This is an optimization exercise on Yosys and OpenROAD, whose aim is small area, not a production implementation. In this exercise RTL edits were held to simulation tests only and were not proved equivalent to the original. The clock cells of runs 2 to 8 come from the design's own scripts or RTL, not from TritonCTS. No driver is modelled on the clock port, so clock power and skew are understated where the tree is cut down; a real chip needs a root buffer or a tree. Power is estimated from default activity; no workload was simulated.

==> flow/design.v <==
module blink_led_BlinkLED
(
  input  clk,
  input  reset,
  input  led_in,
  input  led_we,
  output  led_out,
  output  run_busy,
  input  run_req
);
  wire  clk_sig;
  wire  reset_sig;
  wire  led_in_sig;
  wire  led_we_sig;
  wire  led_out_sig;
  reg  run_busy_sig;
  wire  run_req_sig;
  reg  class_led_0000;
  wire  class_led_0000_mux;
  wire  tmp_0001;
  reg signed [32-1 : 0] run_i_0001;
  reg  binary_expr_00002;
  reg signed [32-1 : 0] unary_expr_00003;
  reg signed [32-1 : 0] run_i_0004;
  reg  binary_expr_00005;
  reg signed [32-1 : 0] unary_expr_00006;
  wire  run_req_flag;
  wire  run_req_local = 1'b0;
  wire  tmp_0002;
  localparam run_method_IDLE = 32'd0;
  localparam run_method_S_0000 = 32'd1;
  localparam run_method_S_0001 = 32'd2;
  localparam run_method_S_0002 = 32'd3;
  localparam run_method_S_0003 = 32'd4;
  localparam run_method_S_0004 = 32'd5;
  localparam run_method_S_0006 = 32'd6;
  localparam run_method_S_0007 = 32'd7;
  localparam run_method_S_0008 = 32'd8;
  localparam run_method_S_0009 = 32'd9;
  localparam run_method_S_0010 = 32'd10;
  localparam run_method_S_0011 = 32'd11;
  localparam run_method_S_0012 = 32'd12;
  localparam run_method_S_0013 = 32'd13;
  localparam run_method_S_0015 = 32'd14;
  localparam run_method_S_0016 = 32'd15;
  localparam run_method_S_0017 = 32'd16;
  localparam run_method_S_0018 = 32'd17;
  localparam run_method_S_0019 = 32'd18;
  localparam run_method_S_0020 = 32'd19;
  localparam run_method_S_0021 = 32'd20;
  localparam run_method_S_0022 = 32'd21;
  localparam run_method_S_0023 = 32'd22;
  reg [31:0] run_method;
  reg signed [32-1 : 0] run_method_delay;
  reg  run_req_flag_d;
  wire  run_req_flag_edge;
  wire  tmp_0003;
  wire  tmp_0004;
  wire  tmp_0005;
  wire  tmp_0006;
  wire  tmp_0007;
  wire  tmp_0008;
  wire  tmp_0009;
  wire  tmp_0010;
  wire  tmp_0011;
  wire  tmp_0012;
  wire  tmp_0013;
  wire  tmp_0014;
  wire  tmp_0015;
  wire  tmp_0016;
  wire  tmp_0017;
  wire signed [32-1 : 0] tmp_0018;
  wire  tmp_0019;
  wire signed [32-1 : 0] tmp_0020;
  assign clk_sig = clk;
  assign reset_sig = reset;
  assign led_in_sig = led_in;
  assign led_we_sig = led_we;
  assign led_out = led_out_sig;
  assign led_out_sig = class_led_0000;
  assign run_busy = run_busy_sig;
  always @(posedge clk) begin
    if(reset == 1'b1) begin
      run_busy_sig <= 1'b1;
    end else begin
      if (run_method == run_method_S_0000) begin
        run_busy_sig <= 1'b0;
      end else if (run_method == run_method_S_0001) begin
        run_busy_sig <= tmp_0006;
      end
    end
  end
  assign run_req_sig = run_req;
  assign tmp_0001 = led_we_sig == 1'b1 ? led_in_sig : class_led_0000;
  assign tmp_0002 = run_req_local | run_req_sig;
  assign tmp_0003 = ~run_req_flag_d;
  assign tmp_0004 = run_req_flag & tmp_0003;
  assign tmp_0005 = run_req_flag | run_req_flag_d;
  assign tmp_0006 = run_req_flag | run_req_flag_d;
  assign tmp_0007 = 1'b1 == 1'b1 ? 1'b1 : 1'b0;
  assign tmp_0008 = 1'b1 == 1'b0 ? 1'b1 : 1'b0;
  assign tmp_0009 = binary_expr_00002 == 1'b1 ? 1'b1 : 1'b0;
  assign tmp_0010 = binary_expr_00002 == 1'b0 ? 1'b1 : 1'b0;
  assign tmp_0011 = binary_expr_00005 == 1'b1 ? 1'b1 : 1'b0;
  assign tmp_0012 = binary_expr_00005 == 1'b0 ? 1'b1 : 1'b0;
  assign tmp_0013 = run_method != run_method_S_0000 ? 1'b1 : 1'b0;
  assign tmp_0014 = run_method != run_method_S_0001 ? 1'b1 : 1'b0;
  assign tmp_0015 = tmp_0014 & run_req_flag_edge;
  assign tmp_0016 = tmp_0013 & tmp_0015;
  assign tmp_0017 = run_i_0001 < 32'h004c4b40 ? 1'b1 : 1'b0;
  assign tmp_0018 = run_i_0001 + 32'h00000001;
  assign tmp_0019 = run_i_0004 < 32'h004c4b40 ? 1'b1 : 1'b0;
  assign tmp_0020 = run_i_0004 + 32'h00000001;
  always @(posedge clk) begin
    if(reset == 1'b1) begin
      run_method <= run_method_IDLE;
      run_method_delay <= 32'h0;
      run_req_flag_d <= 1'b0;
    end else begin
      case (run_method)
        run_method_IDLE : begin
          run_method <= run_method_S_0000;
        end
        run_method_S_0000 : begin
          run_method <= run_method_S_0001;
        end
        run_method_S_0001 : begin
          if (tmp_0005 == 1'b1) begin
            run_method <= run_method_S_0002;
          end
        end
        run_method_S_0002 : begin
          if (tmp_0007 == 1'b1) begin
            run_method <= run_method_S_0004;
          end else if (tmp_0008 == 1'b1) begin
            run_method <= run_method_S_0003;
          end
        end
        run_method_S_0003 : begin
          run_method <= run_method_S_0023;
        end
        run_method_S_0004 : begin
          run_method <= run_method_S_0006;
        end
        run_method_S_0006 : begin
          run_method <= run_method_S_0007;
        end
        run_method_S_0007 : begin
          if (tmp_0009 == 1'b1) begin
            run_method <= run_method_S_0012;
          end else if (tmp_0010 == 1'b1) begin
            run_method <= run_method_S_0008;
          end
        end
        run_method_S_0008 : begin
          run_method <= run_method_S_0013;
        end
        run_method_S_0009 : begin
          run_method <= run_method_S_0010;
        end
        run_method_S_0010 : begin
          run_method <= run_method_S_0011;
        end
        run_method_S_0011 : begin
          run_method <= run_method_S_0006;
        end
        run_method_S_0012 : begin
          run_method <= run_method_S_0009;
        end
        run_method_S_0013 : begin
          run_method <= run_method_S_0015;
        end
        run_method_S_0015 : begin
          run_method <= run_method_S_0016;
        end
        run_method_S_0016 : begin
          if (tmp_0011 == 1'b1) begin
            run_method <= run_method_S_0021;
          end else if (tmp_0012 == 1'b1) begin
            run_method <= run_method_S_0017;
          end
        end
        run_method_S_0017 : begin
          run_method <= run_method_S_0022;
        end
        run_method_S_0018 : begin
          run_method <= run_method_S_0019;
        end
        run_method_S_0019 : begin
          run_method <= run_method_S_0020;
        end
        run_method_S_0020 : begin
          run_method <= run_method_S_0015;
        end
        run_method_S_0021 : begin
          run_method <= run_method_S_0018;
        end
        run_method_S_0022 : begin
          run_method <= run_method_S_0002;
        end
        run_method_S_0023 : begin
          run_method <= run_method_S_0000;
        end
      endcase
      run_req_flag_d <= run_req_flag;
      if(tmp_0013 & tmp_0015 == 1'b1) begin
        run_method <= run_method_S_0001;
      end
    end
  end
  always @(posedge clk) begin
    if(reset == 1'b1) begin
      class_led_0000 <= 1'b0;
    end else begin
      if (run_method == run_method_S_0004) begin
        class_led_0000 <= 1'b1;
      end else if (run_method == run_method_S_0013) begin
        class_led_0000 <= 1'b0;
      end else begin
        class_led_0000 <= class_led_0000_mux;
      end
    end
  end
  assign class_led_0000_mux = tmp_0001;
  always @(posedge clk) begin
    if(reset == 1'b1) begin
      run_i_0001 <= 32'h00000000;
    end else begin
      if (run_method == run_method_S_0004) begin
        run_i_0001 <= 32'h00000000;
      end else if (run_method == run_method_S_0010) begin
        run_i_0001 <= unary_expr_00003;
      end
    end
  end
  always @(posedge clk) begin
    if(reset == 1'b1) begin
      binary_expr_00002 <= 1'b0;
    end else begin
      if (run_method == run_method_S_0006) begin
        binary_expr_00002 <= tmp_0017;
      end
    end
  end
  always @(posedge clk) begin
    if(reset == 1'b1) begin
      unary_expr_00003 <= 0;
    end else begin
      if (run_method == run_method_S_0009) begin
        unary_expr_00003 <= tmp_0018;
      end
    end
  end
  always @(posedge clk) begin
    if(reset == 1'b1) begin
      run_i_0004 <= 32'h00000000;
    end else begin
      if (run_method == run_method_S_0013) begin
        run_i_0004 <= 32'h00000000;
      end else if (run_method == run_method_S_0019) begin
        run_i_0004 <= unary_expr_00006;
      end
    end
  end
  always @(posedge clk) begin
    if(reset == 1'b1) begin
      binary_expr_00005 <= 1'b0;
    end else begin
      if (run_method == run_method_S_0015) begin
        binary_expr_00005 <= tmp_0019;
      end
    end
  end
  always @(posedge clk) begin
    if(reset == 1'b1) begin
      unary_expr_00006 <= 0;
    end else begin
      if (run_method == run_method_S_0018) begin
        unary_expr_00006 <= tmp_0020;
      end
    end
  end
  assign run_req_flag = tmp_0002;
  assign run_req_flag_edge = tmp_0004;
endmodule
==> flow/run.sh <==
#!/bin/bash
# synth_recipe.tcl (not shown) runs the flow's synth.tcl, then flattens the netlist and writes it again
# the make line also repeats each setting of config.mk as NAME=value (left out here)
make -C /OpenROAD-flow-scripts/flow DESIGN_CONFIG=/design/flow/config.mk WORK_HOME=/design/flow/orfs CLKGATE_MAP_FILE= SYNTH_SCRIPT=/design/flow/synth_recipe.tcl finish
==> flow/config.mk <==
export PLATFORM = sky130hd
export DESIGN_NAME = blink_led_BlinkLED
export DESIGN_NICKNAME = blink_led_BlinkLED
export VERILOG_FILES = /design/flow/design.v
export SDC_FILE = /design/flow/constraint.sdc
export NUM_CORES = 4
export LEC_CHECK = 0
export CAP_MARGIN = 20
export CORE_MARGIN = 2
export CORE_UTILIZATION = 40
export SLEW_MARGIN = 20
==> flow/constraint.sdc <==
create_clock -name core_clock -period 5.0 [get_ports {clk}]
set_input_delay 1.0000 -clock core_clock [delete_from_list [all_inputs] [get_ports {clk}]]
set_output_delay 1.0000 -clock core_clock [all_outputs]
set_load 0.01 [all_outputs]
==> results by group, run 1 <==
Logic synthesis
  – Mapped cell area: 6400 um2
  – Most area-consuming cells after synthesis: dfxtp_1 (43%), nand2_1 (9.3%), a21oi_1 (5.9%), xor2_1 (5.9%), a211oi_1 (5.6%)
  – Synth Net Count: 799
  – Post-synth top area cell: dfxtp_1
  – Avg Cell Area, Syn: 8.08 um2
  – Largest family of logic cells by synthesized area: simple AND/OR/NAND/NOR gates
  – Synthesized flop and latch total: 138
  – Post-synthesis adder-cell area fraction: 0.391%
  – Synth unique cells: 44
  – Synth top area share: 43.2%
  – Post-synthesis simple-gate area fraction: 26.0%
  – Async SR Flop Fraction: 0%
  – Multiplexer share of the synthesized area: 0.469%
  – Synth Flop Type: dfxtp_1
  – Post-synthesis compound-gate area fraction: 17.3%
  – Yosys warnings: 1
  – Count leader, synth: nand2_1
  – Post-synth top cells: nand2_1 (158), dfxtp_1 (138), nor2_1 (84), a21oi_1 (76), a211oi_1 (48)
  – Seq/Total Area, Yosys: 43.2%
  – Mapped Cells: 792
  – Xor/xnor cell area share of the yosys netlist: 8.49%
  – Post-synth EDFFs: 0

Setup path
  – Flop-to-flop setup slack: 2.41 ns
  – CP Launch Point: run_method[0]
  – CP endpoint kind: register
  – R2R cell count: 5
  – Worst Path Required: 5.29 ns
  – Reg-to-reg endpoint: unary_expr_00003[1]
  – Worst setup path class: reg -> reg
  – Critical Path Source Type: register
  – Worst r2r src: run_method[0]
  – Crit path max fanout: 34
  – CP endpoint: unary_expr_00003[1]
  – Critical path data arrival time: 2.88 ns

STA
  – Total negative setup slack: 0 ns
  – WHS: 0.450 ns
  – Fin. Hold Viols: 0
  – Fin crit period: 2.59 ns
  – RSZ-0062 raised after global routing: false
  – Setup Skew: 0.00748 ns
  – Fmax: 0.386 GHz
  – Fin. max-slew vios: 0
  – Fin crit share: 51.9%
  – Headroom to the max-slew limit: 49.9%
  – Final Setup Violations: 0
  – Worst Tran Pin Value: 0.752 ns

Global route
  – First-pass GRT wire length: 24200 um
  – GRT Residual Overflow: 0
  – Vias in the first global route: 5178
  – Largest net degree at the start of global routing: 61
  – Antenna violations before repair: 0
  – GR Util All Layers: 17.6%

Floorplanning
  – Die H: 130 um
  – Die Area: 17000 um2
  – Die W: 130 um
  – Core Area: 15800 um2
  – Initial cell density of the core: 40.6%
  – Num ports: 7
  – # rows: 46

Detailed routing
  – Initial DRC Count: 283
  – Antenna-violating nets left: 0
  – WL final: 14100 um
  – Drt first pass iters: 4
  – Drt wl/cell: 14.2 um
  – DRC viols: 0
  – Vias/cell: 5.33
  – DR vias: 5300

CTS
  – H-tree levels: 4
  – Post-CTS sizing: 0
  – CTS tree: done
  – CTS Buffer Depth: 2
  – Inserted Clock Buffers: 17
  – Post-CTS setup-driven buffer insertion count: 0
  – Cts hold-fix bufs: 0
  – Clock slew at reported path FFs: 0.05 ns
  – Clk sink count: 138
  – Root buffer cell: clkbuf_16
  – Clk_lat worst skew: 0.42 ns

Power
  – Switching component of the power: 0.618 mW
  – Maximum vdd drop: 254 uV
  – Share of power burned in registers: 45.3%
  – Sw frac: 23.7%
  – Combinational share of power: 7.6%
  – Pwr/cell area: 366 nW/um2
  – P_leak: 2.21 nW
  – Int Power: 1.99 mW
  – Power share of the clock group: 47.2%

Finish
  – Nets: 775
  – Synth-to-Final Area Change: 11.4%
  – Fill cells: 1547
  – Finished Layout Cells: 994
  – # diodes: 0
  – Ratio of cells with drive above 1 in the final layout: 7.97%

Outcome
  – Status: complete, no violations

Place
  – Hpwl dp: 8710 um
  – Placed Cells incl. Taps: 965
  – Port bufs: 6
  – RePlAce Congestion: 0.791

Min path
  – Worst Hold Class: reg -> reg

Flow run
  – Max-cap violation count: 0
power by group through the flow:
stage                     clock (mW)  combinational, mW  sequential (mW)
after global routing            1.30              0.220             1.19
after global placement             0              0.188             1.20
final                           1.23              0.197             1.18
after detailed placement           0              0.195             1.20
after CTS                       1.25              0.196             1.18
after floorplan                    0              0.180             1.17
registers in the layout, summed over array words and instances (netlist names):
register,cells
binary_expr_00002,1
run_req_flag_d,1
run_i_0001,32
class_led_0000,1
binary_expr_00005,1
run_busy_sig,1
run_i_0004,32
run_method,5
unary_expr_00006,32
unary_expr_00003,32
cell type report:
cell class                      count  area [um2]  share of cell area (%)
Sequential cell                   138        2760                    38.8
Clock inverter                      9         125                    1.76
Timing Repair Buffer               13         108                    1.51
Inverter                            9        33.8                   0.474
Clock buffer                       20         447                    6.27
Multi-Input combinational cell    589        3380                    47.4
Tap cell                          216         270                    3.79
cells in the final DEF, fill, tap and decap left out, types with 9 or more instances in the layout:
cell type,count
a211oi_2,14
dfxtp_1,138
clkbuf_16,17
inv_1,9
a211oi_1,48
nor3_1,12
xor2_1,43
a21oi_1,76
xnor2_1,19
nand4_1,20
nand3_1,37
nor2_1,84
nand2_1,157
cell families after synthesis:
group                    count (synthesis)
AO/OA/AOI/OAI                          165
XOR/XNOR                                62
adder cells (fa/ha/maj)                  2
buffers and inverters                   65
flip-flops                             138
multiplexers                             3
AND/OR/NAND/NOR                        357
per-stage QoR:
| step | utilization, % | power (mW) | setup slack (ns) | area (um2) |
|---|---|---|---|---|
| 4_1_cts | 45.2 | 2.63 | 2.43 | 7120 |
| 5_1_grt | 45.2 | 2.71 | 2.15 | 7120 |
| 6_report | 45.2 | 2.61 | 2.41 | 7120 |
| 3_5_place_dp | 41.5 | 1.40 | 2.29 | 6550 |
| 3_3_place_gp | 41.5 | 1.39 | 2.38 | 6550 |
| 2_1_floorplan | - | 1.35 | 3.09 | 6400 |
how the worst min path moves through the flow:
| stage | start | to | slack, ns | cells past startpoint |
|---|---|---|---|---|
| after floorplan | unary_expr_00006[29] | unary_expr_00006[29] | 0.42 | 2 |
| after global placement | unary_expr_00006[10] | run_i_0004[10] | 0.44 | 2 |
| after detailed placement | unary_expr_00003[0] | run_i_0001[0] | 0.44 | 2 |
| after CTS | unary_expr_00003[31] | run_i_0001[31] | 0.45 | 2 |
| after global routing | unary_expr_00003[9] | run_i_0001[9] | 0.46 | 2 |
| final | unary_expr_00006[19] | run_i_0004[19] | 0.45 | 2 |
critical path, stage by stage, from the launching register on:
cell     delay (ns)
dfxtp_1        0.72
nor2b_1        0.33
and3_2         0.66
buf_4          0.46
mux2i_1        0.23
nor2_1         0.05
per-layer routing:
layer / up-vias / wire (um) / track usage [%]
met5: - / 0 / 0
met4: 0 / 159 / 5.13
met3: 14 / 466 / 4.60
met2: 60 / 6790 / 30.6
met1: 2534 / 6670 / 21.5
li1: 2692 / - / -
==> run 2: changes to the inputs <==
==> flow/design.v (replaced) <==
module blink_led_BlinkLED
(
  input  clk,
  input  reset,
  input  led_in,
  input  led_we,
  output  led_out,
  output  run_busy,
  input  run_req
);
  localparam [2:0] ST_IDLE  = 3'b000;
  localparam [2:0] ST_EXIT  = 3'b001;
  localparam [2:0] ST_WAIT0 = 3'b010;
  localparam [2:0] ST_WAIT1 = 3'b011;
  localparam [2:0] ST_RUN0  = 3'b100;
  localparam [2:0] ST_RUN1  = 3'b110;
  localparam [24:0] POL  = 25'h0aaaaaa;
  localparam [24:0] LA   = 25'h0aaaaaa;
  localparam [24:0] LB   = 25'h02aaaaa;
  localparam [24:0] TERM = 25'h059fdf7;
  localparam [24:0] ID   = 25'h02cfefb;
  localparam [24:0] TMASK = 25'h1f7fff7;
  reg  [2:0]  st;
  reg         req_d;
  reg         led;
  reg  [24:0] cnt;      
  wire        run     = st[2];
  wire        ph      = st[1];
  wire [24:0] x       = cnt ^ POL;
  wire        term    = ((x ^ TERM) & TMASK) == 25'd0;
  wire        req_any = run_req | req_d;
  wire        restart = run_req & ~req_d & (run | (st[1:0] == 2'b00));
  wire        go      = run & ~restart & ~reset;
  assign led_out  = led;
  assign run_busy = ~(~st[2] & st[1] & ~st[0]);
  always @(posedge clk) begin
    if (reset) begin
      st    <= ST_IDLE;
      req_d <= 1'b0;
      led   <= 1'b0;
    end else begin
      req_d <= run_req;
      if (restart)
        st <= ST_WAIT1;
      else if (run)
        st <= {2'b10 | {1'b0, ph ^ term}, 1'b0};
      else case (st[1:0])
        2'b00:   st <= ST_EXIT;
        2'b01:   st <= ST_WAIT0;
        default: st <= req_any ? ST_RUN0 : ST_WAIT0;
      endcase
      if (term)
        led <= ~ph;
      else if (led_we)
        led <= led_in;
    end
  end
  always @(posedge clk) begin
    if (!go)
      cnt <= ID ^ POL;
    else if (term)
      cnt <= (ph ? LB : LA) ^ POL;
    else
      cnt <= {x[23:0], x[24] ^ x[21]} ^ POL;
  end
endmodule
==> flow/flow/run.sh (new file) <==
#!/bin/bash
# Layout flow: the standard synthesis and ORFS flow, with
#  - port buffers of the smallest buffer cell (buf_1),
#  - a clock tree of one clock buffer at the flip-flops' centre (cts_hook.tcl)
#    instead of TritonCTS's H-tree (which builds five buffers for 30 sinks).
# Each step's full output goes to its own log here; ORFS's own per-stage
# logs are under orfs/logs/.
set -euo pipefail
W=$(pwd)
bash standard.sh synth > "$W/synth.log" 2>&1
bash standard.sh \
  "BUFFER_PORTS_ARGS=-buffer_cell sky130_fd_sc_hd__buf_1" \
  "PRE_CTS_TCL=$W/flow/cts_hook.tcl" \
  finish > "$W/layout.log" 2>&1
==> flow/flow/cts_hook.tcl (new file) <==
# Sourced by ORFS's cts.tcl before it calls clock_tree_synthesis. Replaces
# that call: the clock port drives one clkbuf_16 placed at the centre of the
# flip-flops, which drives every flip-flop clock pin (all sinks see the same
# single buffer, so no register is skewed against another).
rename clock_tree_synthesis orfs_clock_tree_synthesis
proc clock_tree_synthesis {args} {
  set block [ord::get_db_block]
  set net [$block findNet clk]
  set n 0
  set sx 0
  set sy 0
  foreach it [$net getITerms] {
    set inst [$it getInst]
    set bb [$inst getBBox]
    set sx [expr {$sx + ([$bb xMin] + [$bb xMax]) / 2}]
    set sy [expr {$sy + ([$bb yMin] + [$bb yMax]) / 2}]
    incr n
  }
  set dbu [$block getDbUnitsPerMicron]
  set x [expr {double($sx) / $n / $dbu}]
  set y [expr {double($sy) / $n / $dbu}]
  puts "clock buffer for $n sinks at ($x, $y)"
  insert_buffer -buffer_cell sky130_fd_sc_hd__clkbuf_16 -net clk \
    -location [list $x $y] -buffer_name clkbuf_root -net_name clk_root
  set_propagated_clock [all_clocks]
}
==> flow/standard.sh (new file) <==
#!/bin/bash
# synth_recipe.tcl (not shown) runs the flow's synth.tcl, then flattens the netlist and writes it again
# the make line also repeats each setting of config.mk as NAME=value (left out here)
make -C /OpenROAD-flow-scripts/flow DESIGN_CONFIG=/design/flow/config.mk WORK_HOME=/design/flow/orfs CLKGATE_MAP_FILE= SYNTH_SCRIPT=/design/flow/synth_recipe.tcl "${@:-finish}"
removed: flow/run.sh
==> results by group, run 2 <==
Place
  – Placed cell areas: 1010 um2
  – Hpwl dp: 1210 um
  – RePlAce Congestion: 0.741
  – Pre-CTS WS: 2.95 ns
  – Port bufs: 6

Floorplanning
  – Die Area: 2820 um2
  – Num ports: 7
  – Core Area: 2250 um2
  – # rows: 17
  – Die W: 53.1 um
  – Initial cell density of the core: 42.8%
  – Die H: 53.1 um

Logic synthesis
  – Mapped cell area: 965 um2
  – Async SR Flop Fraction: 0%
  – Post-synth top area cell: dfxtp_1
  – Mapped Cells: 97
  – Most area-consuming cells after synthesis: dfxtp_1 (62%), nor2_1 (7.4%), nand2_1 (3.5%), o21ai_0 (2.6%), and4b_1 (2.1%)
  – Synth top area share: 62.3%
  – Count leader, synth: dfxtp_1
  – Synth unique cells: 28
  – Yosys warnings: 1
  – Synth Flop Type: dfxtp_1
  – Avg Cell Area, Syn: 9.95 um2
  – Seq/Total Area, Yosys: 62.3%
  – Synth Net Count: 102
  – Post-synth EDFFs: 0
  – Synthesized flop and latch total: 30
  – Post-synth top cells: dfxtp_1 (30), nor2_1 (19), nand2_1 (9), o21ai_0 (5)

Finish
  – Reg with most FFs: cnt
  – Most common cell after layout, fill and taps aside: dfxtp_1
  – Largest register FFs: 25
  – Ratio of cells with drive above 1 in the final layout: 2.00%
  – Nets: 107
  – Largest registers: cnt (25), st (3)
  – Commonest cells after routing, fill and taps aside: dfxtp_1 (30), nor2_1 (19), nand2_1 (9), buf_1 (6), o21ai_0 (5)
  – Final instance area: 1030 um2
  – # diodes: 0
  – Synth-to-Final Area Change: 6.87%

STA
  – Fmax: 0.518 GHz
  – RSZ-0062 raised after global routing: false
  – Total negative setup slack: 0 ns
  – Worst Tran Pin Value: 0.398 ns
  – Fin crit share: 38.6%
  – Final Setup Violations: 0
  – Fin crit period: 1.93 ns
  – Setup Skew: 0.00334 ns
  – Final worst slack: 3.07 ns
  – Fin. Hold Viols: 0
  – Fin. max-slew vios: 0
  – Headroom to the max-slew limit: 73.5%

Detailed routing
  – Vias/cell: 4.97
  – WL final: 1550 um
  – Antenna-violating nets left: 0
  – Initial DRC Count: 8
  – DR vias: 636
  – Drt first pass iters: 3
  – DRC viols: 0
  – Drt wl/cell: 12.1 um

Power
  – Switching component of the power: 0.0805 mW
  – Total Power: 0.380 mW
  – Power share of the clock group: 24.4%
  – Pwr/cell area: 369 nW/um2
  – Maximum vdd drop: 196 uV
  – Combinational share of power: 7.4%
  – Int Power: 0.300 mW
  – P_leak: 0.392 nW
  – Share of power burned in registers: 68.1%
  – Sw frac: 21.2%

Global route
  – Largest net degree at the start of global routing: 31
  – GRT Residual Overflow: 0
  – Antenna violations before repair: 0
  – GR Util All Layers: 12.1%
  – First-pass GRT wire length: 2620 um
  – Vias in the first global route: 601

Setup path
  – Worst Path Required: 4.00 ns
  – CP endpoint kind: output port
  – Critical path data arrival time: 0.93 ns
  – Critical Path Source Type: register
  – Crit path max fanout: 9
  – Worst setup path class: reg -> out

CTS
  – Post-CTS sizing: 0
  – Post-CTS setup-driven buffer insertion count: 0
  – Clk_lat worst skew: 0.16 ns
  – Clock slew at reported path FFs: 0.10 ns
  – Cts hold-fix bufs: 0

Flow run
  – Max-cap violation count: 0

Outcome
  – Status: complete, no violations

Min path
  – Worst Hold Class: reg -> reg
## run 2: cell types whose count changed after synthesis, sizes merged, moves of 21 or more
cell	change
a211oi	-60
a21oi	-75
buf	-21
clkbuf	-31
dfxtp	-108
nand2	-149
nand3	-36
nand4	-21
nor2	-65
xor2	-42
## run 2: final cells by class
cell class,instances,area (um2)
Multi-Input combinational cell,61,340
Sequential cell,30,601
Timing Repair Buffer,6,22.5
Tap cell,28,35.0
Inverter,2,7.51
Fill cell,232,1220
## run 2: power groups by stage
stage | Clock [mW] | Combinational, mW | Sequential (mW)
6_report | 0.0929 | 0.0283 | 0.259
4_1_cts | 0.0950 | 0.0289 | 0.259
2_1_floorplan | 0 | 0.0278 | 0.258
3_5_place_dp | 0 | 0.0288 | 0.264
5_1_grt | 0.105 | 0.0329 | 0.261
3_3_place_gp | 0 | 0.0288 | 0.265
## run 2: stage by stage
stage	cells	utilization [%]	hold slack, ns
finish	128	45.7	0.391
global route	128	45.7	0.408
CTS	128	45.7	0.392
detailed placement	127	44.6	0.367
global placement	127	44.6	0.362
floorplan	97	-	0.353
## run 2: final timing paths
kind | startpoint | end | slack, ns | cells past startpoint
worst min register to register | cnt[17] | cnt[18] | 0.39 | 1
worst max-delay path | st[2] | run_busy | 3.07 | 3
worst max register to register | cnt[15] | st[1] | 3.21 | 4
worst min-delay path | cnt[17] | cnt[18] | 0.39 | 1
## run 2: cell families after synthesis
family | share of synthesized area, %
multiplexers | 1.04
buffers and inverters | 2.46
XOR/XNOR | 0.908
AND/OR/NAND/NOR | 24.6
flip-flops | 62.3
AO/OA/AOI/OAI | 8.69
## run 2: critical path, stage by stage, from the launching register on
cell and delay [ns]:
dfxtp_1 0.47, nor2_1 0.08, nand2_1 0.07, buf_1 0.14
## run 2: layer usage
metal / vias up / GRT usage [%] / routed length (um)
met3: 0 / 0.847 / 42
met2: 5 / 21.9 / 736
met4: 0 / 0.427 / 0
li1: 336 / - / -
met5: - / 0 / 0
met1: 295 / 16.7 / 772
==> run 3: changes to the inputs <==
--- a/flow/flow/cts_hook.tcl
+++ b/flow/flow/cts_hook.tcl
@@ -1,4 +1,4 @@
 # Sourced by ORFS's cts.tcl before it calls clock_tree_synthesis. Replaces
-# that call: the clock port drives one clkbuf_16 placed at the centre of the
+# that call: the clock port drives one buf_12 placed at the centre of the
 # flip-flops, which drives every flip-flop clock pin (all sinks see the same
 # single buffer, so no register is skewed against another).
@@ -21,5 +21,5 @@
   set y [expr {double($sy) / $n / $dbu}]
   puts "clock buffer for $n sinks at ($x, $y)"
-  insert_buffer -buffer_cell sky130_fd_sc_hd__clkbuf_16 -net clk \
+  insert_buffer -buffer_cell sky130_fd_sc_hd__buf_12 -net clk \
     -location [list $x $y] -buffer_name clkbuf_root -net_name clk_root
   set_propagated_clock [all_clocks]
==> results by group, run 3 <==
Floorplanning
  – # rows: 17
  – Core Area: 2250 um2
  – Die H: 53.1 um
  – Initial cell density of the core: 42.8%
  – Die Area: 2820 um2
  – Die W: 53.1 um
  – Num ports: 7

Place
  – Placed cell areas: 1010 um2
  – Hpwl dp: 1210 um
  – Port bufs: 6
  – Placed Cells incl. Taps: 127
  – RePlAce Congestion: 0.741

STA
  – Fin. max-slew vios: 0
  – Fin crit period: 1.91 ns
  – Fin crit share: 38.2%
  – RSZ-0062 raised after global routing: false
  – Fin. Hold Viols: 0
  – Fmax: 0.524 GHz
  – Worst Tran Pin Value: 0.397 ns
  – Headroom to the max-slew limit: 73.5%
  – Total negative setup slack: 0 ns
  – Setup Skew: 0.00318 ns
  – Final Setup Violations: 0

CTS
  – Clk_lat worst skew: 0.14 ns
  – Post-CTS setup-driven buffer insertion count: 0
  – Clock slew at reported path FFs: 0.11 ns
  – Cts hold-fix bufs: 0
  – Post-CTS sizing: 0

Logic synthesis
  – Post-synth top cells: dfxtp_1 (30), nor2_1 (19), nand2_1 (9), o21ai_0 (5)
  – Mapped cell area: 965 um2
  – Post-synth top area cell: dfxtp_1
  – Most area-consuming cells after synthesis: dfxtp_1 (62%), nor2_1 (7.4%), nand2_1 (3.5%), o21ai_0 (2.6%), and4b_1 (2.1%)
  – Avg Cell Area, Syn: 9.95 um2
  – Post-synth EDFFs: 0
  – Synth unique cells: 28
  – Synth Flop Type: dfxtp_1
  – Seq/Total Area, Yosys: 62.3%
  – Count leader, synth: dfxtp_1
  – Mapped Cells: 97
  – Synth Net Count: 102
  – Synthesized flop and latch total: 30
  – Async SR Flop Fraction: 0%
  – Synth top area share: 62.3%
  – Yosys warnings: 1

Finish
  – # diodes: 0
  – Finished Layout Cells: 128
  – Nets: 107
  – Multi-input gate area: 340 um2
  – Commonest cells after routing, fill and taps aside: dfxtp_1 (30), nor2_1 (19), nand2_1 (9), buf_1 (6), o21ai_0 (5)
  – Synth-to-Final Area Change: 6.35%
  – Most common cell after layout, fill and taps aside: dfxtp_1
  – Seq. cell area: 601 um2
  – Final instance area: 1030 um2
  – Largest register FFs: 25
  – Ratio of cells with drive above 1 in the final layout: 2.00%
  – Final core occ: 45.5%
  – Reg with most FFs: cnt
  – Fill cells: 233
  – Largest registers: cnt (25), st (3)

Power
  – Total Power: 0.377 mW
  – Maximum vdd drop: 228 uV
  – Pwr/cell area: 368 nW/um2
  – P_leak: 0.389 nW

Global route
  – Antenna violations before repair: 0
  – Largest net degree at the start of global routing: 31
  – GRT Residual Overflow: 0
  – First-pass GRT wire length: 2620 um
  – Vias in the first global route: 601
  – GR Util All Layers: 12.1%

Min path
  – Hold path depth: 1
  – Min-delay src: cnt[17]
  – Worst Hold Class: reg -> reg
  – Hold path endpoint: cnt[18]

Detailed routing
  – Met2 wire length: 730 um
  – DR vias: 637
  – Drt wl/cell: 12.2 um
  – Met3 wire length: 42 um
  – WL final: 1560 um
  – WL met1: 785 um
  – Antenna-violating nets left: 0
  – Vias/cell: 4.98
  – Initial DRC Count: 7
  – DRC viols: 0
  – Drt first pass iters: 3
  – Highest routed layer: met3

Setup path
  – Critical Path Source Type: register
  – Worst Path Required: 4.00 ns
  – Slowest stage cell on the critical path: dfxtp_1
  – CP endpoint kind: output port
  – Worst r2r src: cnt[15]
  – R2R cell count: 4
  – Crit path cell chain: nor2_1 > nand2_1 > buf_1
  – Flop-to-flop setup slack: 3.21 ns
  – Critical path data arrival time: 0.91 ns
  – CP max stage delay: 0.48 ns
  – Worst setup path class: reg -> out
  – Crit path max fanout: 9
  – Reg-to-reg endpoint: st[1]

Outcome
  – Status: complete, no violations

Flow run
  – Max-cap violation count: 0
## run 3: cell counts after synthesis
Identical to the previous run, type by type.
## run 3: per-layer routing
metal | track usage (%) | up-vias
met4 | 0.427 | 0
met2 | 21.9 | 5
met3 | 0.847 | 0
li1 | - | 337
met5 | 0 | -
met1 | 16.7 | 295
## run 3: worst max-delay path by stage
stage          startpoint       end  slack, ns
6_report            st[2]  run_busy       3.09
4_1_cts             reset    cnt[2]       3.08
3_3_place_gp        reset    cnt[2]       2.99
5_1_grt             reset   cnt[20]       2.94
3_5_place_dp        reset    cnt[2]       2.95
2_1_floorplan     run_req   cnt[23]       3.17
## run 3: worst max-delay path: cells and delay by family, from the launching register on
family	cells	cell delay [ns]
buffers and inverters	1	0.14
DFF	1	0.48
and+or+nand+nor	2	0.15
## run 3: cells by family after synthesis
kind of cell / after synthesis / synth area share (%)
AND/OR/NAND/NOR: 46 / 24.6
flip-flops: 30 / 62.3
AO/OA/AOI/OAI: 13 / 8.69
buffers and inverters: 6 / 2.46
XOR/XNOR: 1 / 0.908
multiplexers: 1 / 1.04
## run 3: power by group
part	internal, mW	leakage [nW]	switching [mW]
clock	0.0327	0.00940	0.0572
sequential	0.249	0.244	0.0101
combinational	0.0137	0.136	0.0146
total	0.295	0.389	0.0818
## run 3: final cells by class
| class | instances | share of cell area, % |
|---|---|---|
| Multi-Input combinational cell | 61 | 33.2 |
| Inverter | 2 | 0.732 |
| Timing Repair Buffer | 6 | 2.20 |
| Tap cell | 28 | 3.41 |
| Sequential cell | 30 | 58.5 |
## run 3: per-stage QoR
| step | worst slack, ns | hold WS [ns] |
|---|---|---|
| after floorplan | 3.17 | 0.353 |
| after global placement | 2.99 | 0.362 |
| after detailed placement | 2.95 | 0.367 |
| after CTS | 3.08 | 0.393 |
| after global routing | 2.94 | 0.409 |
| final | 3.09 | 0.392 |
==> run 4: changes to the inputs <==
==> flow/flow/run.sh (replaced) <==
#!/bin/bash
# Layout flow: the standard synthesis script and ORFS flow, with
#  - synthesis run with an area-oriented ABC mapping script (abc_area.script,
#    used in place of ORFS's abc_speed.script; everything else in synthesis,
#    including synth_recipe.tcl, is unchanged, so the registers and their names
#    are those of the standard synthesis),
#  - port buffers of the smallest buffer cell (buf_1),
#  - a clock tree of one buffer at the flip-flops' centre (cts_hook.tcl)
#    instead of TritonCTS's H-tree (which builds five buffers for 30 sinks).
# Each step's full output goes to its own log here; ORFS's own per-stage
# logs are under orfs/logs/.
set -euo pipefail
W=$(pwd)
rm -rf "$W/scripts_area"
cp -r "$FLOW_HOME/scripts" "$W/scripts_area"
cp "$W/flow/abc_area.script" "$W/scripts_area/abc_speed.script"
bash standard.sh "SCRIPTS_DIR=$W/scripts_area" synth > "$W/synth.log" 2>&1
bash standard.sh \
  "BUFFER_PORTS_ARGS=-buffer_cell sky130_fd_sc_hd__buf_1" \
  "PRE_CTS_TCL=$W/flow/cts_hook.tcl" \
  finish > "$W/layout.log" 2>&1
==> flow/flow/abc_area.script (new file) <==
strash
&get -n
&fraig -x
&put
scorr
dc2
dretime
strash
&get -n
&dch -f
&nf -R 1000
&put
dnsize
==> results by group, run 4 <==
Outcome
  – Status: complete, no violations

Setup path
  – Crit path max fanout: 16
  – Slowest stage cell on the critical path: nand2b_1
  – Critical Path Source Type: primary input
  – Worst Path Required: 5.07 ns
  – Flop-to-flop setup slack: 3.07 ns
  – Worst setup path class: in -> reg
  – R2R cell count: 6
  – Crit-path leading delay family: simple AND/OR/NAND/NOR gates
  – Crit path cell chain: buf_1 > nand2b_1 > nand2_1 > nor2_1 > nand2b_1 > nor2_1
  – CP endpoint kind: register
  – Levels on crit path: 6
  – Critical path data arrival time: 2.30 ns
  – CP max stage delay: 0.43 ns
  – Critical path buffers and inverters: 1

Global route
  – Vias in the first global route: 500
  – First-pass GRT wire length: 2310 um
  – Antenna violations before repair: 0
  – GRT Residual Overflow: 0
  – Largest net degree at the start of global routing: 31
  – GR Util All Layers: 11.1%

Floorplanning
  – Die W: 51.0 um
  – Die Area: 2600 um2
  – # rows: 17
  – Core Area: 2150 um2
  – Die H: 51.0 um
  – Num ports: 7
  – Initial cell density of the core: 41.1%

STA
  – Fin crit share: 44.6%
  – Fin crit period: 2.23 ns
  – Fin. Hold Viols: 0
  – Setup Skew: 0.00266 ns
  – RSZ-0062 raised after global routing: false
  – Final worst slack: 2.77 ns
  – Worst Tran Pin Value: 0.568 ns
  – Fmax: 0.449 GHz
  – Total negative setup slack: 0 ns
  – Fin. max-slew vios: 0
  – Final Setup Violations: 0
  – Headroom to the max-slew limit: 62.1%

Place
  – RePlAce Congestion: 0.800
  – Placed Cells incl. Taps: 120
  – Hpwl dp: 968 um
  – Pre-CTS WS: 2.63 ns
  – Port bufs: 6

Power
  – Maximum vdd drop: 195 uV
  – Sw frac: 20.7%
  – Pwr/cell area: 381 nW/um2
  – Switching component of the power: 0.0764 mW
  – Int Power: 0.292 mW
  – Share of power burned in registers: 69.3%
  – Power share of the clock group: 23.5%
  – Total Power: 0.369 mW
  – P_leak: 0.348 nW
  – Combinational share of power: 7.1%

Min path
  – Hold path depth: 1
  – Worst Hold Class: reg -> reg

CTS
  – Clk_lat worst skew: 0.14 ns
  – Post-CTS sizing: 0
  – Clock slew at reported path FFs: 0.10 ns
  – Cts hold-fix bufs: 0
  – Post-CTS setup-driven buffer insertion count: 0

Logic synthesis
  – Mapped Cells: 85
  – Yosys warnings: 1
  – Post-synth top cells: dfxtp_1 (30), nor2_1 (20), nand2_1 (6), o21ai_0 (5), a211oi_1 (4)
  – Post-synth top area cell: dfxtp_1
  – Synth Flop Type: dfxtp_1
  – Most area-consuming cells after synthesis: dfxtp_1 (68%), nor2_1 (8.5%), a211oi_1 (3.4%), o21ai_0 (2.8%), nand2_1 (2.6%)
  – Count leader, synth: dfxtp_1
  – Synthesized flop and latch total: 30
  – Post-synth EDFFs: 0
  – Mapped cell area: 882 um2
  – Synth unique cells: 17
  – Avg Cell Area, Syn: 10.4 um2
  – Seq/Total Area, Yosys: 68.1%
  – Synth Net Count: 90
  – Async SR Flop Fraction: 0%
  – Synth top area share: 68.1%

Detailed routing
  – DR vias: 557
  – Antenna-violating nets left: 0
  – Vias/cell: 4.60
  – Drt wl/cell: 10.8 um
  – Drt first pass iters: 4
  – DRC viols: 0
  – Initial DRC Count: 12
  – WL final: 1310 um

Finish
  – Finished Layout Cells: 121
  – Most common cell after layout, fill and taps aside: dfxtp_1
  – Synth-to-Final Area Change: 9.65%
  – Largest registers: cnt (25), st (3)
  – Commonest cells after routing, fill and taps aside: dfxtp_1 (30), nor2_1 (20), nand2_1 (6), buf_1 (6), o21ai_0 (5)
  – # diodes: 0
  – Reg with most FFs: cnt
  – Nets: 100
  – Seq. cell area: 601 um2
  – Largest register FFs: 25
  – Final core occ: 45.0%
  – Multi-input gate area: 278 um2
  – Ratio of cells with drive above 1 in the final layout: 2.15%
  – Fill cells: 211

Flow run
  – Max-cap violation count: 0
run 4: cell types whose count changed after synthesis, sizes merged, moves of 2 or more:
cell	delta
clkbuf	-3
nand2	-3
a211oi	+2
and3	-2
and4b	-2
inv	-2
nor2b	+2
o21a	-2
run 4: cells by family (layout without fill, tap and decap cells):
| logic type | count (synthesis) | in the layout | share of synthesized area [%] |
|---|---|---|---|
| compound gates | 11 | 11 | 7.38 |
| flops | 30 | 30 | 68.1 |
| buf+inv | 1 | 9 | 0.425 |
| xor+xnor | 1 | 1 | 0.993 |
| simple gates | 42 | 42 | 23.1 |
run 4: metal layers:
layer / track usage (%) / vias up / wire length (um)
met2: 16.0 / 1 / 530
met1: 18.6 / 250 / 747
li1: - / 304 / -
met3: 0.877 / 2 / 22
met5: 0 / - / 0
met4: 0.901 / 0 / 9
run 4: stage by stage:
step	area, um2	hold slack [ns]
floorplan	882	0.353
global placement	947	0.373
detailed placement	947	0.372
CTS	967	0.389
global route	967	0.412
finish	967	0.387
run 4: layout make-up:
type	count	area share (%)
tap	28	3.62
timing repair buffer	7	3.10
sequential	30	62.1
multi-input combinational	54	28.7
inverter	1	0.388
run 4: power groups by stage:
stage          logic [mW]  clock network [mW]  registers (mW)
6_report           0.0264              0.0867           0.256
5_1_grt            0.0305              0.0997           0.257
4_1_cts            0.0266              0.0901           0.256
3_5_place_dp       0.0265                   0           0.261
3_3_place_gp       0.0264                   0           0.261
2_1_floorplan      0.0199                   0           0.259
run 4: worst paths after layout:
kind                                end    start
worst max-delay path            cnt[22]  run_req
worst min-delay path            cnt[20]  cnt[19]
worst max register to register  cnt[22]   cnt[7]
worst min register to register  cnt[20]  cnt[19]
run 4: worst register-to-register path: cells and delay by family, from the launching register on:
kind          cells  cell delay [ns]
simple gates      5             1.29
flops             1             0.34
buf+inv           1             0.20
==> run 5: changes to the inputs <==
--- a/flow/config.mk
+++ b/flow/config.mk
@@ -7,5 +7,5 @@
 export LEC_CHECK = 0
 export CAP_MARGIN = 20
-export CORE_MARGIN = 2
-export CORE_UTILIZATION = 40
+export CORE_AREA = 2.3 2.72 59.8 59.84
+export DIE_AREA = 0 0 62.1 62.1
 export SLEW_MARGIN = 20
==> results by group, run 5 <==
Outcome
  – Status: complete, no violations

Logic synthesis
  – Mapped cell area: 882 um2
  – Avg Cell Area, Syn: 10.4 um2
  – Post-synth top cells: dfxtp_1 (30), nor2_1 (20), nand2_1 (6), o21ai_0 (5), a211oi_1 (4)
  – Mapped Cells: 85
  – Async SR Flop Fraction: 0%
  – Synth unique cells: 17
  – Seq/Total Area, Yosys: 68.1%
  – Most area-consuming cells after synthesis: dfxtp_1 (68%), nor2_1 (8.5%), a211oi_1 (3.4%), o21ai_0 (2.8%), nand2_1 (2.6%)
  – Synth Flop Type: dfxtp_1
  – Yosys warnings: 1
  – Post-synth EDFFs: 0
  – Synth Net Count: 90
  – Synthesized flop and latch total: 30
  – Count leader, synth: dfxtp_1
  – Post-synth top area cell: dfxtp_1
  – Synth top area share: 68.1%

Min path
  – Min-delay src: cnt[19]
  – Hold path depth: 1
  – Worst Hold Class: reg -> reg
  – Hold path endpoint: cnt[20]

Floorplanning
  – # rows: 21
  – Die W: 62.1 um
  – Num ports: 7
  – Core Area: 3280 um2
  – Initial cell density of the core: 26.9%
  – Die Area: 3860 um2
  – Die H: 62.1 um

Finish
  – Largest registers: cnt (25), st (3)
  – Ratio of cells with drive above 1 in the final layout: 2.17%
  – Reg with most FFs: cnt
  – Multi-input gate area: 284 um2
  – Largest register FFs: 25
  – Seq. cell area: 601 um2
  – Most common cell after layout, fill and taps aside: dfxtp_1
  – # diodes: 0
  – Fill cells: 355
  – Final instance area: 988 um2
  – Nets: 99
  – Commonest cells after routing, fill and taps aside: dfxtp_1 (30), nor2_1 (20), nand2_1 (6), buf_1 (6), o21ai_0 (5)
  – Synth-to-Final Area Change: 12.1%

Global route
  – Largest net degree at the start of global routing: 31
  – Busiest grt layer: met2
  – First-pass GRT wire length: 2480 um
  – M1 GR Usage: 11.5%
  – Antenna violations before repair: 0
  – GRT Residual Overflow: 0
  – GR Util All Layers: 7.34%
  – GRT met2 Usage: 11.5%
  – M3 GR Usage: 0.725%
  – Vias in the first global route: 524

CTS
  – Clock slew at reported path FFs: 0.11 ns
  – Post-CTS setup-driven buffer insertion count: 0
  – Cts hold-fix bufs: 0
  – Post-CTS sizing: 0
  – Clk_lat worst skew: 0.14 ns

Setup path
  – Worst setup path class: in -> reg
  – CP endpoint kind: register
  – Crit path max fanout: 16
  – Reg-to-reg endpoint: cnt[7]
  – Worst Path Required: 5.07 ns
  – R2R cell count: 5
  – Critical path data arrival time: 2.41 ns
  – Flop-to-flop setup slack: 2.85 ns
  – Worst r2r src: cnt[7]
  – Critical Path Source Type: primary input

STA
  – Fin. max-slew vios: 0
  – Total negative setup slack: 0 ns
  – Worst Tran Pin Value: 0.635 ns
  – RSZ-0062 raised after global routing: false
  – Headroom to the max-slew limit: 57.3%
  – Final worst slack: 2.66 ns
  – Fmax: 0.428 GHz
  – Setup Skew: 0.00415 ns
  – Fin crit share: 46.7%
  – Final Setup Violations: 0
  – Fin. Hold Viols: 0
  – Fin crit period: 2.34 ns

Place
  – RePlAce Congestion: 0.760
  – Port bufs: 6
  – Pre-CTS WS: 2.52 ns
  – Hpwl dp: 1040 um
  – Placed cell areas: 962 um2

Power
  – Pwr/cell area: 376 nW/um2
  – P_leak: 0.343 nW
  – Maximum vdd drop: 114 uV

Detailed routing
  – Vias/cell: 4.24
  – Drt wl/cell: 10.2 um
  – Drt first pass iters: 5
  – Antenna-violating nets left: 0
  – DR vias: 585
  – Initial DRC Count: 14
  – WL final: 1410 um
  – DRC viols: 0

Flow run
  – Max-cap violation count: 0
## run 5: changes by cell type in the layout (fill, tap and decap cells not counted)
cell,delta
buf_4,-1
nor4_2,+1
nor4_1,-1
## run 5: cells by family (layout without fill, tap and decap cells)
group	count (synthesis)	count (layout)	synth area share [%]
buffers and inverters	1	8	0.425
and+or+nand+nor	42	42	23.1
DFF	30	30	68.1
xor gates and xnor gates	1	1	0.993
AOI/OAI and AO/OA	11	11	7.38
## run 5: where the power goes
part / total, mW / switching (mW) / internal, mW
clock: 0.0891 / 0.0564 / 0.0327
sequential: 0.256 / 0.00746 / 0.248
combinational: 0.0268 / 0.0157 / 0.0112
total: 0.372 / 0.0795 / 0.292
## run 5: per-layer routing
layer  up-vias  wire length (um)
met3         0                46
met2         7               655
met5         -                 0
li1        301                 -
met1       277               709
met4         0                 0
## run 5: worst max-delay path by stage
stage	start	to	slack, ns	cells past startpoint
after floorplan	run_req	cnt[11]	3.02	5
after global placement	run_req	cnt[8]	2.51	6
after detailed placement	run_req	cnt[7]	2.52	6
after CTS	cnt[7]	cnt[7]	2.57	5
after global routing	run_req	cnt[8]	2.47	6
final	run_req	cnt[7]	2.66	6
## run 5: area by class of cell
| cell class | instances | area share (%) |
|---|---|---|
| flip-flops and latches | 30 | 60.8 |
| multi-input cells | 54 | 28.7 |
| well taps | 46 | 5.82 |
| repair buffers | 6 | 2.28 |
| inverters | 1 | 0.380 |
## run 5: through the flow
step	power, mW	cells	util (%)	hold WS [ns]
after floorplan	0.279	85	-	0.353
after global placement	0.287	137	29.3	0.375
after detailed placement	0.288	137	29.3	0.368
after CTS	0.373	138	29.9	0.395
after global routing	0.386	138	30.1	0.402
final	0.372	138	30.1	0.394
## run 5: critical path, stage by stage
cell and delay [ns]:
buf_1 0.09, nand2b_1 0.11, nand2_1 0.06, nor2_1 0.46, nand2b_1 0.46, nor2_1 0.22
==> run 6: changes to the inputs <==
--- a/flow/design.v
+++ b/flow/design.v
@@ -15,10 +15,10 @@
   localparam [2:0] ST_RUN0  = 3'b100;
   localparam [2:0] ST_RUN1  = 3'b110;
-  localparam [24:0] POL  = 25'h0aaaaaa;
-  localparam [24:0] LA   = 25'h0aaaaaa;
-  localparam [24:0] LB   = 25'h02aaaaa;
-  localparam [24:0] TERM = 25'h059fdf7;
-  localparam [24:0] ID   = 25'h02cfefb;
-  localparam [24:0] TMASK = 25'h1f7fff7;
+  localparam [24:0] POL  = 25'h1555555;
+  localparam [24:0] LA   = 25'h1555555;
+  localparam [24:0] LB   = 25'h0555555;
+  localparam [24:0] TERM = 25'h0b3fbee;
+  localparam [24:0] ID   = 25'h059fdf7;
+  localparam [24:0] TMASK = 25'h1efffef;
   reg  [2:0]  st;
   reg         req_d;
--- a/flow/config.mk
+++ b/flow/config.mk
@@ -6,6 +6,7 @@
 export NUM_CORES = 4
 export LEC_CHECK = 0
-export CAP_MARGIN = 20
+export CAP_MARGIN = 0
 export CORE_AREA = 2.3 2.72 59.8 59.84
 export DIE_AREA = 0 0 62.1 62.1
-export SLEW_MARGIN = 20
+export GPL_TIMING_DRIVEN = 0
+export SLEW_MARGIN = 0
==> results by group, run 6 <==
Setup path
  – Crit path max fanout: 16
  – Critical Path Source Type: register
  – Critical path data arrival time: 2.46 ns
  – Slowest stage cell on the critical path: nor4_1
  – Crit path cell chain: nor4_1 > nand4_1 > nor4_1 > nand2b_1 > nor2_1
  – Crit-path leading delay family: simple AND/OR/NAND/NOR gates
  – CP endpoint kind: register
  – Worst Path Required: 5.02 ns
  – Crit path top cell by count: nor4_1
  – Critical path buffers and inverters: 0
  – Worst setup path class: reg -> reg
  – CP max stage delay: 0.91 ns

Finish
  – Synth-to-Final Area Change: 11.4%
  – Fill cells: 344
  – Commonest cells after routing, fill and taps aside: dfxtp_1 (30), nor2_1 (22), o21ai_0 (6), nand2_1 (6), buf_1 (6)
  – Ratio of cells with drive above 1 in the final layout: 1.08%
  – Most common cell after layout, fill and taps aside: dfxtp_1
  – Largest register FFs: 25
  – Largest registers: cnt (25), st (3)
  – Nets: 100
  – Reg with most FFs: cnt
  – # diodes: 0

STA
  – Fmax: 0.410 GHz
  – Worst Tran Pin Value: 1.11 ns
  – Total negative setup slack: 0 ns
  – Headroom to the max-slew limit: 25.1%
  – Fin. max-slew vios: 0
  – WHS: 0.389 ns
  – Fin. Hold Viols: 0
  – Fin crit share: 48.8%
  – Fin crit period: 2.44 ns
  – Final Setup Violations: 0
  – Setup Skew: 0.00726 ns
  – RSZ-0062 raised after global routing: false

Logic synthesis
  – Synth top area share: 68.7%
  – Post-synth EDFFs: 0
  – Synth Flop Type: dfxtp_1
  – Post-synth top area cell: dfxtp_1
  – Async SR Flop Fraction: 0%
  – Synth Net Count: 91
  – Yosys warnings: 1
  – Count leader, synth: dfxtp_1
  – Mapped Cells: 86
  – Avg Cell Area, Syn: 10.2 um2
  – Most area-consuming cells after synthesis: dfxtp_1 (69%), nor2_1 (9.4%), o21ai_0 (3.4%), nand4_1 (2.9%), nand2_1 (2.6%)
  – Seq/Total Area, Yosys: 68.7%
  – Synthesized flop and latch total: 30
  – Mapped cell area: 875 um2
  – Post-synth top cells: dfxtp_1 (30), nor2_1 (22), nand2_1 (6), o21ai_0 (6), nand4_1 (4)
  – Synth unique cells: 16

Place
  – RePlAce Congestion: 0.793
  – Hpwl dp: 1060 um
  – Port bufs: 6

Floorplanning
  – Num ports: 7
  – # rows: 21
  – Die W: 62.1 um
  – Initial cell density of the core: 26.6%
  – Core Area: 3280 um2
  – Die H: 62.1 um
  – Die Area: 3860 um2

Detailed routing
  – DRC viols: 0
  – Highest routed layer: met4
  – WL final: 1420 um
  – Vias/cell: 4.24
  – Drt wl/cell: 10.2 um
  – DR vias: 590
  – Met2 wire length: 639 um
  – WL met1: 700 um
  – Met3 wire length: 35 um
  – Antenna-violating nets left: 0
  – Drt first pass iters: 4
  – Initial DRC Count: 34

Global route
  – Vias in the first global route: 588
  – GRT Residual Overflow: 0
  – GR Util All Layers: 7.67%
  – Largest net degree at the start of global routing: 31
  – Antenna violations before repair: 0
  – First-pass GRT wire length: 2570 um

Power
  – P_leak: 0.346 nW
  – Maximum vdd drop: 161 uV
  – Pwr/cell area: 383 nW/um2

CTS
  – Clock slew at reported path FFs: 0.11 ns
  – Post-CTS sizing: 0
  – Post-CTS setup-driven buffer insertion count: 0
  – Cts hold-fix bufs: 0
  – Clk_lat worst skew: 0.14 ns

Outcome
  – Status: complete, no violations

Flow run
  – Max-cap violation count: 0

Min path
  – Worst Hold Class: reg -> reg
[run 6: stage by stage]
step / util [%] / std cells / instance area, um2 / worst slack (ns) / total power [mW]
detailed placement: 29.1 / 138 / 955 / 2.50 / 0.292
CTS: 29.7 / 139 / 975 / 2.49 / 0.378
global route: 29.7 / 139 / 975 / 2.30 / 0.392
floorplan: - / 86 / 875 / 3.03 / 0.283
finish: 29.7 / 139 / 975 / 2.56 / 0.374
global placement: 29.1 / 138 / 955 / 2.53 / 0.291
[run 6: worst paths after layout]
check / from / end / slack [ns] / cells past startpoint
hold reg to reg: cnt[0] / cnt[1] / 0.39 / 1
setup reg to reg: cnt[16] / cnt[8] / 2.56 / 5
setup / recovery: cnt[16] / cnt[8] / 2.56 / 5
hold / removal: cnt[0] / cnt[1] / 0.39 / 1
[run 6: cell type report]
type / count / area, um2 / area share (%)
flip-flops and latches: 30 / 601 / 61.6
inverters: 2 / 7.51 / 0.770
multi-input cells: 54 / 267 / 27.3
well taps: 46 / 57.6 / 5.91
repair buffers: 6 / 22.5 / 2.31
[run 6: per-layer routing]
| metal | vias up | track usage, % |
|---|---|---|
| li1 | 303 | - |
| met1 | 280 | 10.8 |
| met2 | 5 | 12.9 |
| met3 | 2 | 0.725 |
| met4 | 0 | 1.67 |
| met5 | - | 0 |
[run 6: cells by family after synthesis]
logic type             after synthesis  synth area share [%]
AND/OR/NAND/NOR                     43                  23.0
flip-flops                          30                  68.7
AO/OA/AOI/OAI                       10                  6.44
buffers and inverters                2                 0.859
XOR/XNOR                             1                  1.00
[run 6: worst reg2reg max path: cells and delay by family, from the launching register on]
family,cells,cell delay [ns]
flip-flops,1,0.33
AND/OR/NAND/NOR,5,1.99
[run 6: where the power goes]
part | switching, mW | internal [mW] | leakage (nW) | total, mW
clock network | 0.0544 | 0.0327 | 0.00940 | 0.0871
logic | 0.0173 | 0.0116 | 0.0926 | 0.0289
registers | 0.00784 | 0.250 | 0.244 | 0.258
==> run 7: changes to the inputs <==
--- a/flow/config.mk
+++ b/flow/config.mk
@@ -9,4 +9,3 @@
 export CORE_AREA = 2.3 2.72 59.8 59.84
 export DIE_AREA = 0 0 62.1 62.1
-export GPL_TIMING_DRIVEN = 0
 export SLEW_MARGIN = 0
==> results by group, run 7 <==
STA
  – Headroom to the max-slew limit: 41.7%
  – Fin. max-slew vios: 0
  – Fin. Hold Viols: 0
  – Worst Tran Pin Value: 0.866 ns
  – Final Setup Violations: 0
  – Total negative setup slack: 0 ns
  – Fmax: 0.447 GHz
  – Fin crit period: 2.24 ns
  – Setup Skew: 0.00284 ns
  – Fin crit share: 44.8%
  – RSZ-0062 raised after global routing: false

Min path
  – Hold path endpoint: cnt[21]
  – Hold path depth: 1
  – Min-delay src: cnt[20]
  – Worst Hold Class: reg -> reg

Outcome
  – Status: complete, no violations

Setup path
  – Flop-to-flop setup slack: 2.78 ns
  – Worst r2r src: cnt[16]
  – Crit path cell chain: buf_1 > nand2b_1 > nand2_1 > nor2_1 > nand2b_1 > nor2_1
  – Crit path max fanout: 16
  – CP endpoint kind: register
  – Critical path data arrival time: 2.31 ns
  – Critical Path Source Type: primary input
  – Worst setup path class: in -> reg
  – Critical path buffers and inverters: 1
  – CP max stage delay: 0.44 ns
  – Levels on crit path: 6
  – Crit-path leading delay family: simple AND/OR/NAND/NOR gates
  – Reg-to-reg endpoint: cnt[0]
  – R2R cell count: 5
  – Worst Path Required: 5.07 ns
  – Slowest stage cell on the critical path: nand2b_1

Logic synthesis
  – Synth top area share: 68.7%
  – Synthesized flop and latch total: 30
  – Async SR Flop Fraction: 0%
  – Post-synth top cells: dfxtp_1 (30), nor2_1 (22), nand2_1 (6), o21ai_0 (6), nand4_1 (4)
  – Post-synth top area cell: dfxtp_1
  – Avg Cell Area, Syn: 10.2 um2
  – Synth Flop Type: dfxtp_1
  – Synth Net Count: 91
  – Mapped Cells: 86
  – Count leader, synth: dfxtp_1
  – Post-synth EDFFs: 0
  – Synth unique cells: 16
  – Yosys warnings: 1
  – Seq/Total Area, Yosys: 68.7%
  – Most area-consuming cells after synthesis: dfxtp_1 (69%), nor2_1 (9.4%), o21ai_0 (3.4%), nand4_1 (2.9%), nand2_1 (2.6%)
  – Mapped cell area: 875 um2

Power
  – P_leak: 0.346 nW
  – Pwr/cell area: 386 nW/um2
  – Maximum vdd drop: 126 uV
  – Total Power: 0.376 mW

Finish
  – Seq. cell area: 601 um2
  – Ratio of cells with drive above 1 in the final layout: 1.08%
  – Commonest cells after routing, fill and taps aside: dfxtp_1 (30), nor2_1 (22), o21ai_0 (6), nand2_1 (6), buf_1 (6)
  – Largest registers: cnt (25), st (3)
  – Fill cells: 365
  – Nets: 100
  – Multi-input gate area: 267 um2
  – Most common cell after layout, fill and taps aside: dfxtp_1
  – Reg with most FFs: cnt
  – Synth-to-Final Area Change: 11.4%
  – # diodes: 0
  – Largest register FFs: 25

Place
  – Hpwl dp: 1110 um
  – Port bufs: 6
  – RePlAce Congestion: 0.811

Global route
  – Largest net degree at the start of global routing: 31
  – Vias in the first global route: 572
  – GRT Residual Overflow: 0
  – GR Util All Layers: 7.75%
  – First-pass GRT wire length: 2590 um
  – Antenna violations before repair: 0

Floorplanning
  – # rows: 21
  – Die Area: 3860 um2
  – Initial cell density of the core: 26.6%
  – Core Area: 3280 um2
  – Num ports: 7
  – Die W: 62.1 um
  – Die H: 62.1 um

CTS
  – Post-CTS setup-driven buffer insertion count: 0
  – Clk_lat worst skew: 0.14 ns
  – Clock slew at reported path FFs: 0.11 ns
  – Post-CTS sizing: 0
  – Cts hold-fix bufs: 0

Detailed routing
  – Vias/cell: 4.18
  – WL final: 1450 um
  – Drt wl/cell: 10.5 um
  – DRC viols: 0
  – DR vias: 581
  – Antenna-violating nets left: 0
  – Drt first pass iters: 4
  – Initial DRC Count: 7

Flow run
  – Max-cap violation count: 0
[run 7: cell counts after synthesis]
No cell type changed its count.
[run 7: metal layers]
layer / GRT usage, % / share of wire [%]
met1: 11.1 / 52
met2: 13.0 / 43
met3: 0.725 / 3.3
met4: 1.11 / 1.8
met5: 0 / 0
[run 7: worst max-delay path by stage]
stage	startpoint	to	slack (ns)
finish	run_req	cnt[17]	2.76
detailed placement	run_req	cnt[17]	2.56
global placement	run_req	cnt[17]	2.56
CTS	run_req	cnt[17]	2.73
floorplan	run_req	cnt[0]	3.03
global route	cnt[16]	cnt[22]	2.47
[run 7: metrics by stage]
stage / hold WS (ns) / util (%) / instances / cell area, um2 / worst slack [ns]
2_1_floorplan: 0.354 / - / 86 / 875 / 3.03
3_3_place_gp: 0.361 / 29.1 / 138 / 955 / 2.56
3_5_place_dp: 0.366 / 29.1 / 138 / 955 / 2.56
4_1_cts: 0.392 / 29.7 / 139 / 975 / 2.73
5_1_grt: 0.413 / 29.7 / 139 / 975 / 2.47
6_report: 0.397 / 29.7 / 139 / 975 / 2.76
[run 7: area by class of cell]
type	instances	area share, %
Inverter	2	0.770
Tap cell	46	5.91
Multi-Input combinational cell	54	27.3
Sequential cell	30	61.6
Timing Repair Buffer	6	2.31
[run 7: cells by family after synthesis]
group           share of synthesized area [%]
compound gates                           6.44
xor+xnor                                 1.00
buf+inv                                 0.859
flops                                    68.7
simple gates                             23.0
[run 7: power breakdown]
group | switching (mW) | internal, mW
Combinational | 0.0171 | 0.0116
Sequential | 0.00788 | 0.250
Clock | 0.0573 | 0.0327
==> run 8: changes to the inputs <==
--- a/flow/design.v
+++ b/flow/design.v
@@ -15,10 +15,12 @@
   localparam [2:0] ST_RUN0  = 3'b100;
   localparam [2:0] ST_RUN1  = 3'b110;
-  localparam [24:0] POL  = 25'h1555555;
-  localparam [24:0] LA   = 25'h1555555;
-  localparam [24:0] LB   = 25'h0555555;
-  localparam [24:0] TERM = 25'h0b3fbee;
-  localparam [24:0] ID   = 25'h059fdf7;
-  localparam [24:0] TMASK = 25'h1efffef;
+  localparam [24:0] POL  = 25'h09a66b6;
+  localparam [24:0] LA   = 25'h0a00157;
+  localparam [24:0] LB   = 25'h0a80055;
+  localparam [24:0] TERM = 25'h0c3006e;
+  localparam [24:0] ID   = 25'h1618037;
+  localparam [24:0] TMASK = 25'h1ffbfff;
+  localparam [24:0] NEED = 25'h12e018a;
+  localparam [24:0] FREE = 25'h0555524;
   reg  [2:0]  st;
   reg         req_d;
@@ -56,11 +58,8 @@
     end
   end
-  always @(posedge clk) begin
-    if (!go)
-      cnt <= ID ^ POL;
-    else if (term)
-      cnt <= (ph ? LB : LA) ^ POL;
-    else
-      cnt <= {x[23:0], x[24] ^ x[21]} ^ POL;
-  end
+  wire [24:0] step = {x[23:0], x[24] ^ x[2]};
+  wire [24:0] load = ph ? LB : LA;
+  wire [24:0] nrun = term ? ((load & NEED) | (step & ~NEED)) : step;
+  always @(posedge clk)
+    cnt <= (go ? nrun : ((ID & ~FREE) | (nrun & FREE))) ^ POL;
 endmodule
==> results by group, run 8 <==
Outcome
  – Status: complete, no violations

Floorplanning
  – # rows: 21
  – Num ports: 7
  – Die H: 62.1 um
  – Initial cell density of the core: 26.1%
  – Die W: 62.1 um
  – Core Area: 3280 um2
  – Die Area: 3860 um2

Place
  – Port bufs: 6
  – Pre-CTS WS: 2.57 ns
  – Hpwl dp: 1080 um
  – RePlAce Congestion: 0.718

Logic synthesis
  – Avg Cell Area, Syn: 10.5 um2
  – Largest family of logic cells by synthesized area: simple AND/OR/NAND/NOR gates
  – Seq/Total Area, Yosys: 70.0%
  – Mapped cell area: 858 um2
  – Post-synth EDFFs: 0
  – Synth Net Count: 87
  – Mapped Cells: 82
  – Post-synthesis simple-gate area fraction: 18.8%
  – Synth unique cells: 17
  – Multiplexer share of the synthesized area: 1.17%
  – Most area-consuming cells after synthesis: dfxtp_1 (70%), nor2_1 (5.7%), nand2_1 (4.4%), o21ai_0 (3.5%), a211oi_1 (3.5%)
  – Post-synthesis adder-cell area fraction: 0%
  – Count leader, synth: dfxtp_1
  – Post-synth top area cell: dfxtp_1
  – Xor/xnor cell area share of the yosys netlist: 0%
  – Post-synthesis compound-gate area fraction: 8.75%
  – Async SR Flop Fraction: 0%
  – Synthesized flop and latch total: 30
  – Yosys warnings: 1
  – Synth Flop Type: dfxtp_1
  – Post-synth top cells: dfxtp_1 (30), nor2_1 (13), nand2_1 (10), o21ai_0 (6), a211oi_1 (4)
  – Synth top area share: 70.0%

STA
  – Fin crit period: 2.44 ns
  – RSZ-0062 raised after global routing: false
  – Setup Skew: 0.00431 ns
  – Fin. max-slew vios: 0
  – Final Setup Violations: 0
  – Fin. Hold Viols: 0
  – Fmax: 0.410 GHz
  – Fin crit share: 48.8%
  – Headroom to the max-slew limit: 39.7%
  – Final worst slack: 2.56 ns
  – Total negative setup slack: 0 ns
  – Worst Tran Pin Value: 0.896 ns

CTS
  – Clock slew at reported path FFs: 0.11 ns
  – Cts hold-fix bufs: 0
  – Clk_lat worst skew: 0.14 ns
  – Post-CTS sizing: 0
  – Post-CTS setup-driven buffer insertion count: 0

Setup path
  – Worst Path Required: 5.03 ns
  – Critical path data arrival time: 2.47 ns
  – Worst setup path class: reg -> reg
  – Critical path buffers and inverters: 1
  – Crit path top cell by count: nor2_1
  – Critical Path Source Type: register
  – Slowest stage cell on the critical path: nor4_1
  – Crit path max fanout: 7
  – Crit path cell chain: or4_1 > nor4_1 > clkinv_1 > nor2_1 > nor2_1 > o21ai_0 > a21oi_1
  – Crit-path leading delay family: simple AND/OR/NAND/NOR gates
  – CP max stage delay: 0.78 ns
  – CP endpoint kind: register

Detailed routing
  – Vias/cell: 4.21
  – Drt wl/cell: 10.2 um
  – Initial DRC Count: 9
  – DR vias: 568
  – Drt first pass iters: 4
  – WL final: 1380 um
  – DRC viols: 0
  – Antenna-violating nets left: 0

Global route
  – GRT Residual Overflow: 0
  – Antenna violations before repair: 0
  – Largest net degree at the start of global routing: 31
  – Vias in the first global route: 575
  – GR Util All Layers: 7.05%
  – First-pass GRT wire length: 2380 um

Min path
  – Worst Hold Class: reg -> reg

Power
  – P_leak: 0.343 nW
  – Pwr/cell area: 391 nW/um2
  – Maximum vdd drop: 151 uV

Flow run
  – Max-cap violation count: 0

Finish
  – Most common cell after layout, fill and taps aside: dfxtp_1
  – Synth-to-Final Area Change: 11.7%
  – Nets: 96
  – Fill cells: 358
  – Largest registers: cnt (25), st (3)
  – Commonest cells after routing, fill and taps aside: dfxtp_1 (30), nor2_1 (13), nand2_1 (10), o21ai_0 (6), buf_1 (6)
  – # diodes: 0
  – Reg with most FFs: cnt
  – Ratio of cells with drive above 1 in the final layout: 1.12%
  – Largest register FFs: 25
==> run 8: changes by cell type after synthesis, sizes merged, moves of 2 or more <==
cell    delta
a21oi      +2
nor2       -9
nor3       +3
nand2b     -2
nand2      +4
a211oi     +2
nand3      -2
nand4      -2
==> run 8: power breakdown <==
part / switching, mW / internal, mW / total, mW
Sequential: 0.00778 / 0.250 / 0.258
Combinational: 0.0170 / 0.0109 / 0.0279
Clock: 0.0567 / 0.0327 / 0.0894
==> run 8: per-layer routing <==
metal / GRT usage (%) / share of wire, % / vias up
met5: 0 / 0 / -
met4: 0.278 / 0 / 0
met3: 0.725 / 2.8 / 0
met2: 12.6 / 48 / 5
met1: 9.69 / 49 / 268
li1: - / - / 295
==> run 8: worst paths after layout <==
kind	start	endpoint	slack (ns)	depth (start not counted)
max reg2reg	cnt[1]	st[1]	2.56	7
min	cnt[1]	cnt[2]	0.35	0
min reg2reg	cnt[1]	cnt[2]	0.35	0
max	cnt[1]	st[1]	2.56	7
==> run 8: layout make-up <==
type / count / area, um2 / share of cell area [%]
Timing Repair Buffer: 6 / 22.5 / 2.35
Sequential cell: 30 / 601 / 62.7
Inverter: 3 / 11.3 / 1.17
Tap cell: 46 / 57.6 / 6.01
Multi-Input combinational cell: 49 / 246 / 25.7
==> run 8: cells by family after synthesis <==
family,Yosys count
AND/OR/NAND/NOR,35
multiplexers,1
flip-flops,30
buffers and inverters,3
AO/OA/AOI/OAI,13
==> run 8: stage by stage <==
stage	total power [mW]	util [%]	std cells	area, um2	hold slack (ns)
2_1_floorplan	0.281	-	82	858	0.323
3_3_place_gp	0.291	28.6	134	938	0.327
3_5_place_dp	0.291	28.6	134	938	0.335
4_1_cts	0.377	29.2	135	958	0.352
5_1_grt	0.390	29.2	135	958	0.360
6_report	0.375	29.2	135	958	0.351
